Source: an optimization exercise on an open RTL-to-GDS flow (aim: small area). Production flows keep margins and buffers that such runs may drop.
In this exercise RTL edits were held to simulation tests only and were not proved equivalent to the original.

## JK
## RiscvTesterUncached
module RiscvTesterUncached (
  output              io_i_cmd_valid,
  input               io_i_cmd_ready,
  output     [31:0]   io_i_cmd_payload_pc,
  input               io_i_rsp_valid,
  output              io_i_rsp_ready,
  input      [31:0]   io_i_rsp_payload_instruction,
  input      [31:0]   io_i_rsp_payload_pc,
  output              io_d_cmd_valid,
  input               io_d_cmd_ready,
  output              io_d_cmd_payload_wr,
  output     [31:0]   io_d_cmd_payload_address,
  output     [31:0]   io_d_cmd_payload_data,
  output     [1:0]    io_d_cmd_payload_size,
  input               io_d_rsp_valid,
  output              io_d_rsp_ready,
  input      [31:0]   io_d_rsp_payload,
  output              io_iCheck_valid,
  output     [31:0]   io_iCheck_payload_address,
  output     [31:0]   io_iCheck_payload_data,
  input               io_iCmdDrive,
  input               io_iRspDrive,
  input               io_dCmdDrive,
  input               io_dRspDrive,
  input               io_doCacheFlush,
  output              io_cpuCmdLog_valid,
  output              io_cpuCmdLog_payload_wr,
  output     [31:0]   io_cpuCmdLog_payload_address,
  output     [31:0]   io_cpuCmdLog_payload_data,
  output     [1:0]    io_cpuCmdLog_payload_size,
  output              io_cpuRspLog_valid,
  output     [31:0]   io_cpuRspLog_payload,
  input      [3:0]    io_interrupt,
  input               clk,
  input               reset
);
Size in the first run: roughly 2200 flip-flops, about 380 I/O pins, ~130000 sq um of cells after synthesis.
clock: 11.0 ns
lec_check: 0
cap_margin: 20
core_margin: 2
core_utilization: 40
cts_buf_list: sky130_fd_sc_hd__clkbuf_16
cts_cluster_diameter: 80
cts_cluster_size: 26
slew_margin: 20
synth_hierarchical: 1
synth_minimum_keep_size: 0
run.sh (not shown) runs the stock make flow with config.mk's settings and CLKGATE_MAP_FILE= SYNTH_SCRIPT=/design/flow/synth_recipe.tcl, a recipe that flattens the netlist after the stock synthesis.
Both conditions hold for JK: the flow ran to the end and the final layout passed the timing, DRC and antenna checks.
Modified inputs, MS compared to JK
diff --git a/flow/config.mk b/flow/config.mk
--- a/flow/config.mk
+++ b/flow/config.mk
@@ -6,11 +6,11 @@
 export NUM_CORES = 4
 export LEC_CHECK = 0
-export CAP_MARGIN = 20
+export CAP_MARGIN = 10
 export CORE_MARGIN = 2
 export CORE_UTILIZATION = 40
 export CTS_BUF_LIST = sky130_fd_sc_hd__clkbuf_16
 export CTS_CLUSTER_DIAMETER = 80
-export CTS_CLUSTER_SIZE = 26
-export SLEW_MARGIN = 20
+export CTS_CLUSTER_SIZE = 27
+export SLEW_MARGIN = 10
 export SYNTH_HIERARCHICAL = 1
 export SYNTH_MINIMUM_KEEP_SIZE = 0
[summary]
- Run status, MS: aborted in 5_2_route, error DRT-0206
- Fraction of synthesized cell area in xor and xnor cells came out exactly the same in JK and MS.
- Going from JK to MS, number of buffers created by CTS went down by about 2.5%, standard cell area after detailed placement was more or less identical, number of cells in the design after placement was more or less identical, number of H-tree levels was more or less identical, post-placement setup slack went down by 0.010 ns.
- MS vs. JK: placed wire-length estimate shows no meaningful change; gate count of the mapped netlist shows no meaningful change; sequential area share after synthesis shows no meaningful change.
### MS -> AL
diff --git a/flow/config.mk b/flow/config.mk
--- a/flow/config.mk
+++ b/flow/config.mk
@@ -10,6 +10,6 @@
 export CORE_UTILIZATION = 40
 export CTS_BUF_LIST = sky130_fd_sc_hd__clkbuf_16
-export CTS_CLUSTER_DIAMETER = 80
-export CTS_CLUSTER_SIZE = 27
+export CTS_CLUSTER_DIAMETER = 75
+export CTS_CLUSTER_SIZE = 28
 export SLEW_MARGIN = 10
 export SYNTH_HIERARCHICAL = 1
[summary]
- AL finished end to end and its layout was clean on timing, DRC and antenna.
- MS and AL ended up with roughly the same HPWL after detailed placement.
- CTS sink count: MS vs AL identical
- From MS to AL, die height did not move at all.
- AL against MS: initial core utilization stayed essentially flat, total CTS buffers went up 6.
- Per the comparison of AL with MS, total of buffers placed on input and output ports shows no meaningful change, average cell area after synthesis shows no meaningful change, post-CTS setup repair buffer count shows an increase of 1.
- Count of instances resized after the clock tree is built: AL > MS
- Diff AL..MS | cell area after synthesis | unchanged
- Re number of flip-flops and latches in the synthesized netlist: no difference whatsoever between AL and MS.

## what the ideal ports hide
The results above use ideal ports. As a check the final layouts listed here were re-extracted and re-timed, cells and wires unchanged.
Step 1, drivers: a clkbuf_16 drives clk and a buf_2 each remaining input, both assumed.
Step 2, shift: input delay + t, output delay - t, t = (earliest + latest rising clock arrival at the registers) / 2. This alone moves slack from input paths to output paths.
Three values: ideal ports, drivers, drivers and shift; two values: the first two.
run | shift t [ns] | setup slack, ns | hold WS [ns] | clock arrival spread, ns | worst data-port slew with drivers (ns)
JK | 1.009 | 0.236 / 0.131 / 1.140 | 0.369 / 0.369 / 0.369 | 0.176 / 0.175 | 0.17
AL | 1.005 | 0.240 / 0.138 / 1.143 | 0.432 / 0.432 / 0.432 | 0.197 / 0.196 | 0.17
After both steps setup and hold are still met in every run listed.
